From an optimization exercise on the open Yosys and OpenROAD flow, aimed at small area and a short achievable clock period; shortcuts taken in it are not production practice.
The RTL was checked by simulation tests, not by an equivalence proof against the original design.
No activity file was given, so power comes from the tool's default toggle rates.

==> run a: inputs <==
// adc_to_vga
module adc_to_vga(clock, reset, ADC_CS_N, ADC_DIN, ADC_SCLK, ADC_DOUT, vga_R, vga_G,
vga_B, vga_clk, vga_blank, vga_sync, vga_h_sync, vga_v_sync, dalgalar, a_sayisi);
export LEC_CHECK = 0
export CAP_MARGIN = 20
export CORE_MARGIN = 2
export CORE_UTILIZATION = 40
export GPL_TIMING_DRIVEN = 0
export SLEW_MARGIN = 20
create_clock -name core_clock -period 120.0 [get_ports {clock}]
standard.sh (not shown) runs the stock make flow with config.mk's settings and CLKGATE_MAP_FILE= SYNTH_SCRIPT=/design/flow/synth_recipe.tcl, a recipe that flattens the netlist after the stock synthesis.
==> flow/flow/run.sh <==
#!/bin/bash
# Layout: the standard ORFS flow (standard.sh, unchanged synthesis) with
# these ORFS variables changed:
#  - REMOVE_ABC_BUFFERS=1: floorplan removes the buffers synthesis inserted;
#    with the 120 ns clock they have nothing to do, and repair_design puts
#    back the ones that slew, capacitance or fanout need.
#  - ports are buffered with sky130_fd_sc_hd__buf_2 instead of the delay cell
#    buffer_ports picks by default.
#  - clock tree: no dummy loads, clkbuf_4/clkbuf_8 buffers.
# Each tool's log is in orfs/logs/; make's own output goes to standard.log.
set -euo pipefail
export REMOVE_ABC_BUFFERS=1
export BUFFER_PORTS_ARGS="-buffer_cell sky130_fd_sc_hd__buf_2"
export CTS_ARGS="-sink_clustering_enable -repair_clock_nets -dont_use_dummy_load -buf_list {sky130_fd_sc_hd__clkbuf_4 sky130_fd_sc_hd__clkbuf_8}"
bash standard.sh > standard.log 2>&1
==> inputs of run b, as changes to run a <==
--- a/flow/design.v
+++ b/flow/design.v
@@ -1,29 +1,27 @@
-module ADC(clock, reset, ADC_CS_N, ADC_DIN, ADC_SCLK, ADC_DOUT, serial_parallel_data, data, spdf_load, spdf_new);
+module ADC(clock, reset, ADC_CS_N, ADC_DIN, ADC_SCLK, ADC_DOUT, serial_parallel_data, data, spdf_load);
 	input clock, reset;
 	output reg ADC_CS_N;
 	output reg ADC_DIN;
 	output reg ADC_SCLK;
 	input ADC_DOUT;
 	output reg [11:0] serial_parallel_data;
 	output reg [11:0] data;
 	output wire spdf_load;
-	output wire spdf_new;    
 	localparam QUIET0 = 3'b000, QUIET1 = 3'b001, QUIET2 = 3'b010;
 	localparam CYCLE0 = 3'b100, CYCLE1 = 3'b101, CYCLE2 = 3'b110, CYCLE3 = 3'b111;
 	reg [2:0] state;
 	reg [3:0] count;
 	reg [11:0] buffer;
 	reg [2:0] cc;
 	wire en = (cc == 3'd4);
 	wire ctrl = (count == 4'd0) | (count == 4'd6) | (count == 4'd7) | (count == 4'd11);
 	wire [3:0] cnt_inc = {count[3] ^ (&count[2:0]), count[2] ^ (&count[1:0]), count[1] ^ count[0], ~count[0]};
 	assign spdf_load = (state == CYCLE3) & (count == 4'd14) & (cc == 3'd1);
-	assign spdf_new = (state == CYCLE3) & (count == 4'd14) & (cc == 3'd2);
 	always @(posedge clock)
 		if (reset | en) cc <= 3'd0;
 		else cc <= {cc[1] & cc[0] ^ cc[2], cc[1] ^ cc[0], ~cc[0]};
 	always @(posedge clock)
 		if (reset) begin
 			ADC_CS_N <= 1'b1;
 			ADC_DIN <= 1'b0;
 			ADC_SCLK <= 1'b1;
@@ -114,24 +112,23 @@
 				min <= 12'hfff;
 			end else begin
 				amp <= dif[11:0];
 				if (lt12(max, voltage)) max <= voltage;
 				if (lt12(voltage, min)) min <= voltage;
 			end
 		end
 endmodule
-module frequency(clk, reset, data, mean, next_data, spdf_load, spdf_new, win_f, freq_bcd);
+module frequency(clk, reset, data, mean, next_data, spdf_load, win_f, freq_bcd);
 	input clk;
 	input reset;
 	input [11:0] data;        
 	input [11:0] mean;        
 	input [11:0] next_data;   
 	input spdf_load;          
-	input spdf_new;           
 	output reg [19:0] win_f;
 	output reg [14:0] freq_bcd;
 	localparam [25:0] NCONST = 26'd50000000;
 	function lt12(input [11:0] a, input [11:0] b);    
 		integer i;
 		begin
 			lt12 = 1'b0;
 			for (i = 0; i < 12; i = i + 1)
@@ -163,52 +160,52 @@
 	endfunction
 	reg [1:0] mode;
 	reg [4:0] csat;           
 	wire lt = lt12(data, mean);
 	wire gt = lt12(mean, data);
 	wire m00 = (mode == 2'b00), m11 = (mode == 2'b11), m01 = (mode == 2'b01);
 	wire xing = gt & m00;
 	wire inc = (lt & (m00 | m01)) | (gt & (m11 | m01));
-	reg [11:0] spd_f, max_g, min_g;
+	reg [11:0] spd_f, max_f, min_f, dc_f;
 	reg [1:0] mode_f;
 	reg [31:0] cnt_f;
-	wire [12:0] sum_f = add12(max_g, min_g);
-	wire [11:0] dc_f = sum_f[12:1];
-	wire [11:0] spd_g = spdf_new ? data : spd_f;
+	wire [12:0] sum_f = add12(max_f, min_f);
 	wire lt_f = lt12(spd_f, dc_f);
 	wire gt_f = lt12(dc_f, spd_f);
 	wire m00_f = (mode_f == 2'b00), m11_f = (mode_f == 2'b11), m01_f = (mode_f == 2'b01);
 	wire xing_f = gt_f & m00_f;
 	wire inc_f = (lt_f & (m00_f | m01_f)) | (gt_f & (m11_f | m01_f));
 	reg [4:0] step;
 	reg [4:0] cnt_s;
 	wire busy = (step != 5'd27);
 	wire big_f = ~busy & (cnt_f[31] | (|cnt_f[30:5]) | (cnt_f[4:0] > 5'd27));
 	wire start = xing_f & big_f;
 	wire [31:0] cnt_s_inc = inc32({27'd0, cnt_s});
 	wire [4:0] cnt_s_nx = xing_f ? 5'd1 : inc_f ? cnt_s_inc[4:0] : cnt_s;
 	always @(posedge clk)
 		if (reset) begin
 			spd_f <= 12'd0;
-			max_g <= 12'd0;
-			min_g <= 12'd0;
+			max_f <= 12'd0;
+			min_f <= 12'd0;
+			dc_f <= 12'd0;
 			mode_f <= 2'b00;
 			cnt_f <= 32'd1;
 			win_f <= 20'd28;
 		end else begin
 			if (spdf_load) spd_f <= next_data;
-			if (win_f == 20'd999999) win_f <= 20'd0;
-			else win_f <= inc32({12'd0, win_f});
-			if (win_f == 20'd0) begin     
-				max_g <= 12'd0;
-				min_g <= 12'hfff;
+			dc_f <= sum_f[12:1];
+			if (win_f == 20'd999999) begin
+				win_f <= 20'd0;
+				max_f <= 12'd0;
+				min_f <= 12'hfff;
 			end else begin
-				if (lt12(max_g, spd_g)) max_g <= spd_g;
-				if (lt12(spd_g, min_g)) min_g <= spd_g;
+				win_f <= inc32({12'd0, win_f});
+				if (lt12(max_f, spd_f)) max_f <= spd_f;
+				if (lt12(spd_f, min_f)) min_f <= spd_f;
 			end
 			if (busy) begin
 				if (step == 5'd26) cnt_f <= {27'd0, cnt_s_nx};
 			end else if (xing_f) begin
 				if (~start) cnt_f <= 32'd1;
 			end else if (inc_f)
 				cnt_f <= inc32(cnt_f);
 			if (xing_f)
@@ -412,48 +409,25 @@
 		cs = (CounterX[i] & ~(i < 9 ? CounterY[i] : 1'b0)) | (cs & (CounterX[i] ^ ~(i < 9 ? CounterY[i] : 1'b0)));
 	end
 	xpy[10] = ca;
 end
 wire ytri = CounterY > 9'd119 && CounterY < 9'd281;
 wire tri_ = ytri && ((CounterX > 10'd59 + D && CounterX < 10'd221 + D && xpy == 11'd340 + D) ||
 	(CounterX > 10'd220 + D && CounterX < 10'd381 + D && xmy == 10'd100 + D) ||
 	(CounterX > 10'd380 + D && CounterX < 10'd541 + D && xpy == 11'd660 + D));
-wire [3:0] sp6 = (a_r == 2'd0) ? 4'd6 : (a_r == 2'd1) ? 4'd7 : (a_r == 2'd2) ? 4'd5 : 4'd8;    
-wire seg1 = (a_r == 2'd0) ? (CounterX < 10'd135) : (a_r == 2'd1) ? (CounterX < 10'd141) :
-	(a_r == 2'd2) ? (CounterX < 10'd129) : (CounterX < 10'd147);                             
-wire seg3 = (a_r == 2'd0) ? (CounterX >= 10'd177) : (a_r == 2'd1) ? (CounterX >= 10'd190) :
-	(a_r == 2'd2) ? (CounterX >= 10'd163) : (CounterX >= 10'd203);                           
-wire [9:0] offp = seg1 ? 10'd105 : ~seg3 ? 10'd99 :
-	(a_r == 2'd0) ? 10'd99 : (a_r == 2'd1) ? 10'd100 : (a_r == 2'd2) ? 10'd98 : 10'd101;      
-wire [3:0] dv = seg1 ? ((a_r == 2'd0) ? 4'd5 : (a_r == 2'd1) ? 4'd6 : (a_r == 2'd2) ? 4'd4 : 4'd7) : sp6;
-reg [9:0] su;
-reg csu;
-integer m;
-always @(*) begin
-	csu = 1'b1;
-	for (m = 0; m < 10; m = m + 1) begin
-		su[m] = CounterX[m] ^ ~offp[m] ^ csu;
-		csu = (CounterX[m] & ~offp[m]) | (csu & (CounterX[m] ^ ~offp[m]));
-	end
-end
-reg [6:0] kq;
-reg [3:0] rr, tt;
-always @(*) begin
-	rr = {1'b0, su[9:7]};
-	for (m = 6; m >= 0; m = m - 1) begin
-		tt = {rr[2:0], su[m]};
-		kq[m] = (tt >= dv);
-		rr = kq[m] ? tt - dv : tt;
-	end
-end
-wire [3:0] wid = (~seg1 & ~seg3 & kq == 7'd12) ? ((a_r == 2'd0) ? 4'd2 : (a_r == 2'd1) ? 4'd3 : (a_r == 2'd2) ? 4'd1 : 4'd4) : 4'd2;
-wire ins = (CounterX >= 10'd105) && (rr < wid) && (kq <= 7'd82);
-wire fp_s = kq < 7'd35;
-wire [5:0] ps = (kq < 7'd14) ? kq[5:0] : (kq < 7'd35) ? kq[5:0] + 6'd1 : (kq < 7'd71) ? kq[5:0] - 6'd35 : kq[5:0] - 6'd7;
+wire [5:0] k0, k1, k2, k3;
+wire in0, in1, in2, in3, fp0, fp1, fp2, fp3;
+sine_track #(.A(0))  st0(.clk(clk), .reset(reset), .ce(pix_ce), .X(CounterX), .p(k0), .fp(fp0), .inb(in0));
+sine_track #(.A(1))  st1(.clk(clk), .reset(reset), .ce(pix_ce), .X(CounterX), .p(k1), .fp(fp1), .inb(in1));
+sine_track #(.A(-1)) st2(.clk(clk), .reset(reset), .ce(pix_ce), .X(CounterX), .p(k2), .fp(fp2), .inb(in2));
+sine_track #(.A(2))  st3(.clk(clk), .reset(reset), .ce(pix_ce), .X(CounterX), .p(k3), .fp(fp3), .inb(in3));
+wire [5:0] ps = (a_r == 2'd0) ? k0 : (a_r == 2'd1) ? k1 : (a_r == 2'd2) ? k2 : k3;
+wire fp_s = (a_r == 2'd0) ? fp0 : (a_r == 2'd1) ? fp1 : (a_r == 2'd2) ? fp2 : fp3;
+wire ins = (a_r == 2'd0) ? in0 : (a_r == 2'd1) ? in1 : (a_r == 2'd2) ? in2 : in3;
 reg [8:0] yb, yb2;       
 always @(*)
 	case (ps)
 		6'd0: yb = 9'd176;
 		6'd1: yb = 9'd188;
 		6'd2: yb = 9'd202;
 		6'd3: yb = 9'd216;
 		6'd4: yb = 9'd232;
@@ -629,59 +603,91 @@
 wire f3 = posF && dig == 4'd3, m4 = posM && dig == 4'd4;
 wire s1 = seg[1], s2 = seg[2], s3 = seg[3], s4 = seg[4] & ~f3, s5 = seg[5] | m4, s6 = (seg[6] & ~m4) | f3, s7 = seg[7];
 wire yu = CounterY >= 9'd450 && CounterY <= 9'd459;
 wire yl = CounterY >= 9'd460 && CounterY <= 9'd470;
 wire digit = (CounterY == 9'd450 && isH && s1) || (isR && yu && s2) || (isR && yl && s3) ||
 	(CounterY == 9'd470 && isH && s4) || (isL && yl && s5) || (isL && yu && s6) ||
 	(CounterY == 9'd460 && isH && s7) || (isD && (CounterY == 9'd469 || CounterY == 9'd470));
 always @(posedge clk)
-	if (pix_ce) begin
-		dal_r <= dalgalar;
-		a_r <= a_sayisi;
-	end
-always @(posedge clk)
 	if (reset) begin
+		dal_r <= 2'b00;
+		a_r <= 2'b00;
 		r_out <= 1'b0;
 		g_out <= 1'b0;
 		b_out <= 1'b0;
 	end else if (pix_ce) begin
+		dal_r <= dalgalar;
+		a_r <= a_sayisi;
 		if (inDisplayArea) begin
 			r_out <= digit | mag;
 			g_out <= wave;
 			b_out <= mag;
 		end else begin
 			r_out <= 1'b0;
 			g_out <= 1'b0;
 			b_out <= 1'b0;
 		end
 	end
 assign vga_R = {8{r_out}};
 assign vga_G = {8{g_out}};
 assign vga_B = {8{b_out}};
 assign vga_sync = vga_blank;
 assign vga_clk = clk_25;
 endmodule
+module sine_track #(parameter integer A = 0) (input clk, input reset, input ce, input [9:0] X, output reg [5:0] p, output fp, output inb);
+	reg [3:0] t;
+	reg [1:0] per;
+	reg on;
+	assign fp = (per == 2'd0);
+	wire [3:0] last = (fp && p < 6'd6) ? 4 + A : (fp && p < 6'd12) ? 5 + A : (fp && p == 6'd12) ? 5 + 2 * A : 5 + A;
+	wire [3:0] wid = (fp && p == 6'd12) ? 2 + A : 2;
+	assign inb = on & (t < wid);
+	wire [5:0] pinc = {p[5] ^ (&p[4:0]), p[4] ^ (&p[3:0]), p[3] ^ (&p[2:0]), p[2] ^ (&p[1:0]), p[1] ^ p[0], ~p[0]};
+	wire [3:0] tinc = {t[3] ^ (&t[2:0]), t[2] ^ (&t[1:0]), t[1] ^ t[0], ~t[0]};
+	always @(posedge clk)
+		if (reset) on <= 1'b0;
+		else if (ce) begin
+			if (X == 10'd104) begin
+				on <= 1'b1;
+				p <= 6'd0;
+				per <= 2'd0;
+				t <= 4'd0;
+			end else if (on) begin
+				if (t == last) begin
+					t <= 4'd0;
+					if (per == 2'd2 && p == 6'd11) on <= 1'b0;
+					if (fp && p == 6'd13) p <= 6'd15;
+					else if (p == 6'd35) begin
+						p <= 6'd0;
+						per <= {per[0], ~per[0]};
+					end else
+						p <= pinc;
+				end else
+					t <= tinc;
+			end
+		end
+endmodule
 module adc_to_vga(clock, reset, ADC_CS_N, ADC_DIN, ADC_SCLK, ADC_DOUT, vga_R, vga_G,
 vga_B, vga_clk, vga_blank, vga_sync, vga_h_sync, vga_v_sync, dalgalar, a_sayisi);
 	output [7:0] vga_R, vga_G, vga_B;
 	output wire vga_clk, vga_blank, vga_sync, vga_h_sync, vga_v_sync;
 	input clock, reset;
 	input [1:0] a_sayisi, dalgalar;
 	output wire ADC_CS_N;          
 	output wire ADC_DIN;           
 	output wire ADC_SCLK;          
 	input ADC_DOUT;                
 	wire [11:0] serial_parallel_data;
 	wire [11:0] next_data;
-	wire spdf_load, spdf_new;
+	wire spdf_load;
 	wire [11:0] signal_amp;
 	wire [11:0] signal_offset;
 	wire [19:0] win_f;
 	wire [14:0] freq_bcd;
 ADC system_1(.clock(clock), .reset(reset), .ADC_CS_N(ADC_CS_N), .ADC_DIN(ADC_DIN), .ADC_SCLK(ADC_SCLK), .ADC_DOUT(ADC_DOUT),
-	.serial_parallel_data(serial_parallel_data), .data(next_data), .spdf_load(spdf_load), .spdf_new(spdf_new));
+	.serial_parallel_data(serial_parallel_data), .data(next_data), .spdf_load(spdf_load));
 magnitude system_2(.voltage(serial_parallel_data), .clk(clock), .reset(reset), .win_f(win_f), .dc_offset(signal_offset), .amp(signal_amp));
 frequency system_3(.clk(clock), .reset(reset), .data(serial_parallel_data), .mean(signal_offset), .next_data(next_data),
-	.spdf_load(spdf_load), .spdf_new(spdf_new), .win_f(win_f), .freq_bcd(freq_bcd));
+	.spdf_load(spdf_load), .win_f(win_f), .freq_bcd(freq_bcd));
 vga system_4(.vpp(signal_amp), .offset(signal_offset), .freq_bcd(freq_bcd), .clk(clock), .reset(reset), .vga_h_sync(vga_h_sync), .vga_v_sync(vga_v_sync),
 .vga_R(vga_R), .vga_G(vga_G), .vga_B(vga_B), .vga_clk(vga_clk), .vga_blank(vga_blank), .vga_sync(vga_sync), .dalgalar(dalgalar), .a_sayisi(a_sayisi));
 endmodule
==> flow/run.sh (new file) <==
#!/bin/bash
# synth_recipe.tcl (not shown) runs the flow's synth.tcl, then flattens the netlist and writes it again
# the make line also repeats each setting of config.mk as NAME=value (left out here)
make -C /OpenROAD-flow-scripts/flow DESIGN_CONFIG=/design/flow/config.mk WORK_HOME=/design/flow/orfs CLKGATE_MAP_FILE= SYNTH_SCRIPT=/design/flow/synth_recipe.tcl finish
GPL_TIMING_DRIVEN = not set   (was 0)
removed: flow/flow/run.sh
removed: flow/standard.sh
==> inputs of run c, as changes to run a <==
--- a/flow/design.v
+++ b/flow/design.v
@@ -1,29 +1,27 @@
-module ADC(clock, reset, ADC_CS_N, ADC_DIN, ADC_SCLK, ADC_DOUT, serial_parallel_data, data, spdf_load, spdf_new);
+module ADC(clock, reset, ADC_CS_N, ADC_DIN, ADC_SCLK, ADC_DOUT, serial_parallel_data, data, spdf_load);
 	input clock, reset;
 	output reg ADC_CS_N;
 	output reg ADC_DIN;
 	output reg ADC_SCLK;
 	input ADC_DOUT;
 	output reg [11:0] serial_parallel_data;
 	output reg [11:0] data;
 	output wire spdf_load;
-	output wire spdf_new;    
 	localparam QUIET0 = 3'b000, QUIET1 = 3'b001, QUIET2 = 3'b010;
 	localparam CYCLE0 = 3'b100, CYCLE1 = 3'b101, CYCLE2 = 3'b110, CYCLE3 = 3'b111;
 	reg [2:0] state;
 	reg [3:0] count;
 	reg [11:0] buffer;
 	reg [2:0] cc;
 	wire en = (cc == 3'd4);
 	wire ctrl = (count == 4'd0) | (count == 4'd6) | (count == 4'd7) | (count == 4'd11);
 	wire [3:0] cnt_inc = {count[3] ^ (&count[2:0]), count[2] ^ (&count[1:0]), count[1] ^ count[0], ~count[0]};
 	assign spdf_load = (state == CYCLE3) & (count == 4'd14) & (cc == 3'd1);
-	assign spdf_new = (state == CYCLE3) & (count == 4'd14) & (cc == 3'd2);
 	always @(posedge clock)
 		if (reset | en) cc <= 3'd0;
 		else cc <= {cc[1] & cc[0] ^ cc[2], cc[1] ^ cc[0], ~cc[0]};
 	always @(posedge clock)
 		if (reset) begin
 			ADC_CS_N <= 1'b1;
 			ADC_DIN <= 1'b0;
 			ADC_SCLK <= 1'b1;
@@ -114,24 +112,23 @@
 				min <= 12'hfff;
 			end else begin
 				amp <= dif[11:0];
 				if (lt12(max, voltage)) max <= voltage;
 				if (lt12(voltage, min)) min <= voltage;
 			end
 		end
 endmodule
-module frequency(clk, reset, data, mean, next_data, spdf_load, spdf_new, win_f, freq_bcd);
+module frequency(clk, reset, data, mean, next_data, spdf_load, win_f, freq_bcd);
 	input clk;
 	input reset;
 	input [11:0] data;        
 	input [11:0] mean;        
 	input [11:0] next_data;   
 	input spdf_load;          
-	input spdf_new;           
 	output reg [19:0] win_f;
 	output reg [14:0] freq_bcd;
 	localparam [25:0] NCONST = 26'd50000000;
 	function lt12(input [11:0] a, input [11:0] b);    
 		integer i;
 		begin
 			lt12 = 1'b0;
 			for (i = 0; i < 12; i = i + 1)
@@ -163,52 +160,52 @@
 	endfunction
 	reg [1:0] mode;
 	reg [4:0] csat;           
 	wire lt = lt12(data, mean);
 	wire gt = lt12(mean, data);
 	wire m00 = (mode == 2'b00), m11 = (mode == 2'b11), m01 = (mode == 2'b01);
 	wire xing = gt & m00;
 	wire inc = (lt & (m00 | m01)) | (gt & (m11 | m01));
-	reg [11:0] spd_f, max_g, min_g;
+	reg [11:0] spd_f, max_f, min_f, dc_f;
 	reg [1:0] mode_f;
 	reg [31:0] cnt_f;
-	wire [12:0] sum_f = add12(max_g, min_g);
-	wire [11:0] dc_f = sum_f[12:1];
-	wire [11:0] spd_g = spdf_new ? data : spd_f;
+	wire [12:0] sum_f = add12(max_f, min_f);
 	wire lt_f = lt12(spd_f, dc_f);
 	wire gt_f = lt12(dc_f, spd_f);
 	wire m00_f = (mode_f == 2'b00), m11_f = (mode_f == 2'b11), m01_f = (mode_f == 2'b01);
 	wire xing_f = gt_f & m00_f;
 	wire inc_f = (lt_f & (m00_f | m01_f)) | (gt_f & (m11_f | m01_f));
 	reg [4:0] step;
 	reg [4:0] cnt_s;
 	wire busy = (step != 5'd27);
 	wire big_f = ~busy & (cnt_f[31] | (|cnt_f[30:5]) | (cnt_f[4:0] > 5'd27));
 	wire start = xing_f & big_f;
 	wire [31:0] cnt_s_inc = inc32({27'd0, cnt_s});
 	wire [4:0] cnt_s_nx = xing_f ? 5'd1 : inc_f ? cnt_s_inc[4:0] : cnt_s;
 	always @(posedge clk)
 		if (reset) begin
 			spd_f <= 12'd0;
-			max_g <= 12'd0;
-			min_g <= 12'd0;
+			max_f <= 12'd0;
+			min_f <= 12'd0;
+			dc_f <= 12'd0;
 			mode_f <= 2'b00;
 			cnt_f <= 32'd1;
 			win_f <= 20'd28;
 		end else begin
 			if (spdf_load) spd_f <= next_data;
-			if (win_f == 20'd999999) win_f <= 20'd0;
-			else win_f <= inc32({12'd0, win_f});
-			if (win_f == 20'd0) begin     
-				max_g <= 12'd0;
-				min_g <= 12'hfff;
+			dc_f <= sum_f[12:1];
+			if (win_f == 20'd999999) begin
+				win_f <= 20'd0;
+				max_f <= 12'd0;
+				min_f <= 12'hfff;
 			end else begin
-				if (lt12(max_g, spd_g)) max_g <= spd_g;
-				if (lt12(spd_g, min_g)) min_g <= spd_g;
+				win_f <= inc32({12'd0, win_f});
+				if (lt12(max_f, spd_f)) max_f <= spd_f;
+				if (lt12(spd_f, min_f)) min_f <= spd_f;
 			end
 			if (busy) begin
 				if (step == 5'd26) cnt_f <= {27'd0, cnt_s_nx};
 			end else if (xing_f) begin
 				if (~start) cnt_f <= 32'd1;
 			end else if (inc_f)
 				cnt_f <= inc32(cnt_f);
 			if (xing_f)
@@ -629,26 +626,25 @@
 wire f3 = posF && dig == 4'd3, m4 = posM && dig == 4'd4;
 wire s1 = seg[1], s2 = seg[2], s3 = seg[3], s4 = seg[4] & ~f3, s5 = seg[5] | m4, s6 = (seg[6] & ~m4) | f3, s7 = seg[7];
 wire yu = CounterY >= 9'd450 && CounterY <= 9'd459;
 wire yl = CounterY >= 9'd460 && CounterY <= 9'd470;
 wire digit = (CounterY == 9'd450 && isH && s1) || (isR && yu && s2) || (isR && yl && s3) ||
 	(CounterY == 9'd470 && isH && s4) || (isL && yl && s5) || (isL && yu && s6) ||
 	(CounterY == 9'd460 && isH && s7) || (isD && (CounterY == 9'd469 || CounterY == 9'd470));
 always @(posedge clk)
-	if (pix_ce) begin
-		dal_r <= dalgalar;
-		a_r <= a_sayisi;
-	end
-always @(posedge clk)
 	if (reset) begin
+		dal_r <= 2'b00;
+		a_r <= 2'b00;
 		r_out <= 1'b0;
 		g_out <= 1'b0;
 		b_out <= 1'b0;
 	end else if (pix_ce) begin
+		dal_r <= dalgalar;
+		a_r <= a_sayisi;
 		if (inDisplayArea) begin
 			r_out <= digit | mag;
 			g_out <= wave;
 			b_out <= mag;
 		end else begin
 			r_out <= 1'b0;
 			g_out <= 1'b0;
 			b_out <= 1'b0;
@@ -667,21 +663,21 @@
 	input clock, reset;
 	input [1:0] a_sayisi, dalgalar;
 	output wire ADC_CS_N;          
 	output wire ADC_DIN;           
 	output wire ADC_SCLK;          
 	input ADC_DOUT;                
 	wire [11:0] serial_parallel_data;
 	wire [11:0] next_data;
-	wire spdf_load, spdf_new;
+	wire spdf_load;
 	wire [11:0] signal_amp;
 	wire [11:0] signal_offset;
 	wire [19:0] win_f;
 	wire [14:0] freq_bcd;
 ADC system_1(.clock(clock), .reset(reset), .ADC_CS_N(ADC_CS_N), .ADC_DIN(ADC_DIN), .ADC_SCLK(ADC_SCLK), .ADC_DOUT(ADC_DOUT),
-	.serial_parallel_data(serial_parallel_data), .data(next_data), .spdf_load(spdf_load), .spdf_new(spdf_new));
+	.serial_parallel_data(serial_parallel_data), .data(next_data), .spdf_load(spdf_load));
 magnitude system_2(.voltage(serial_parallel_data), .clk(clock), .reset(reset), .win_f(win_f), .dc_offset(signal_offset), .amp(signal_amp));
 frequency system_3(.clk(clock), .reset(reset), .data(serial_parallel_data), .mean(signal_offset), .next_data(next_data),
-	.spdf_load(spdf_load), .spdf_new(spdf_new), .win_f(win_f), .freq_bcd(freq_bcd));
+	.spdf_load(spdf_load), .win_f(win_f), .freq_bcd(freq_bcd));
 vga system_4(.vpp(signal_amp), .offset(signal_offset), .freq_bcd(freq_bcd), .clk(clock), .reset(reset), .vga_h_sync(vga_h_sync), .vga_v_sync(vga_v_sync),
 .vga_R(vga_R), .vga_G(vga_G), .vga_B(vga_B), .vga_clk(vga_clk), .vga_blank(vga_blank), .vga_sync(vga_sync), .dalgalar(dalgalar), .a_sayisi(a_sayisi));
 endmodule
==> flow/run.sh (new file) <==
#!/bin/bash
# synth_recipe.tcl (not shown) runs the flow's synth.tcl, then flattens the netlist and writes it again
# the make line also repeats each setting of config.mk as NAME=value (left out here)
make -C /OpenROAD-flow-scripts/flow DESIGN_CONFIG=/design/flow/config.mk WORK_HOME=/design/flow/orfs CLKGATE_MAP_FILE= SYNTH_SCRIPT=/design/flow/synth_recipe.tcl finish
CTS_BUF_LIST = sky130_fd_sc_hd__clkbuf_4 sky130_fd_sc_hd__clkbuf_8   (was not set)
GPL_TIMING_DRIVEN = not set   (was 0)
removed: flow/flow/run.sh
removed: flow/standard.sh
==> summary.txt <==
Run status
  • Outcome: complete, no violations

Logic synthesis
  • Main combinational cell family by area after synthesis: simple AND/OR/NAND/NOR gates
  • Post-synth top cells: dfxtp_1, nor2_1, nand2_1

Power
  • Top power group: sequential cells
  • Internal cell power: roughly 230 uW

GRT
  • Global Route Usage Sum: 19.4%

Detailed routing
  • Via-per-instance ratio: 5.74

Timing
  • Final worst path period need: 25.75 ns

Cells and area
  • Comb_multi_in: between 2000 and 2500

Die
  • Die Ht: 253 um
Source of the figures above: run b

==> summary.txt <==
Run status
  • Outcome: complete, no violations

GRT
  • Global Route Usage Sum: 20.7%

Power
  • Top power group: combinational logic
  • Internal cell power: 329 uW

Logic synthesis
  • Post-synth top cells: nand2_1, nor2_1, dfxtp_1

Detailed routing
  • Via-per-instance ratio: between 5 and 6

Die
  • Die Ht: 245 um
Source of the figures above: run a

==> summary.txt <==
Power
  • Internal cell power: 339 uW

Timing
  • Final worst path period need: 25.81 ns

Detailed routing
  • Via-per-instance ratio: between 5 and 6

Logic synthesis
  • Post-synth top cells: nor2_1, dfxtp_1, nand2_1
  • Main combinational cell family by area after synthesis: simple AND/OR/NAND/NOR gates

Run status
  • Outcome: complete, no violations

Cells and area
  • Comb_multi_in: 2112

GRT
  • Global Route Usage Sum: 19.6%

Die
  • IO Pins: 39
  • Die Ht: 248 um
Source of the figures above: run c

## separate check: timing with driven ports
The flow's constraints put no driver on any port. The routed layouts listed below were extracted and timed again, unchanged, in two steps.
Step 1 sets driving cells, clkbuf_16 on the clock port and buf_2 on the other inputs (assumed; they add their load-dependent delay and slew).
Step 2 moves the port delays by t, midway between the first and last clock arrival at a register: inputs arrive t later, outputs are due t later. That takes back most of the time a late clock gives input paths.
Slacks: ideal / step 1 / step 2; pairs: ideal / step 1.
run	t (ns)	setup slack, ns	latest minus earliest clock arrival (ns)	worst register clock-pin slew, ns	worst slew at a driven data input, ns
run a	0.684	94.425 / 94.372 / 93.919	0.088 / 0.087	0.07 / 0.07	0.04
run b	0.629	94.247 / 94.187 / 93.817	0.016 / 0.015	0.06 / 0.06	0.04
run c	0.689	94.188 / 94.140 / 93.586	0.048 / 0.048	0.07 / 0.07	0.04
After both steps setup and hold are still met in every run listed. The setup slack of run c, which loses most, moves by -0.048 ns with the drivers and by -0.602 ns with both steps.
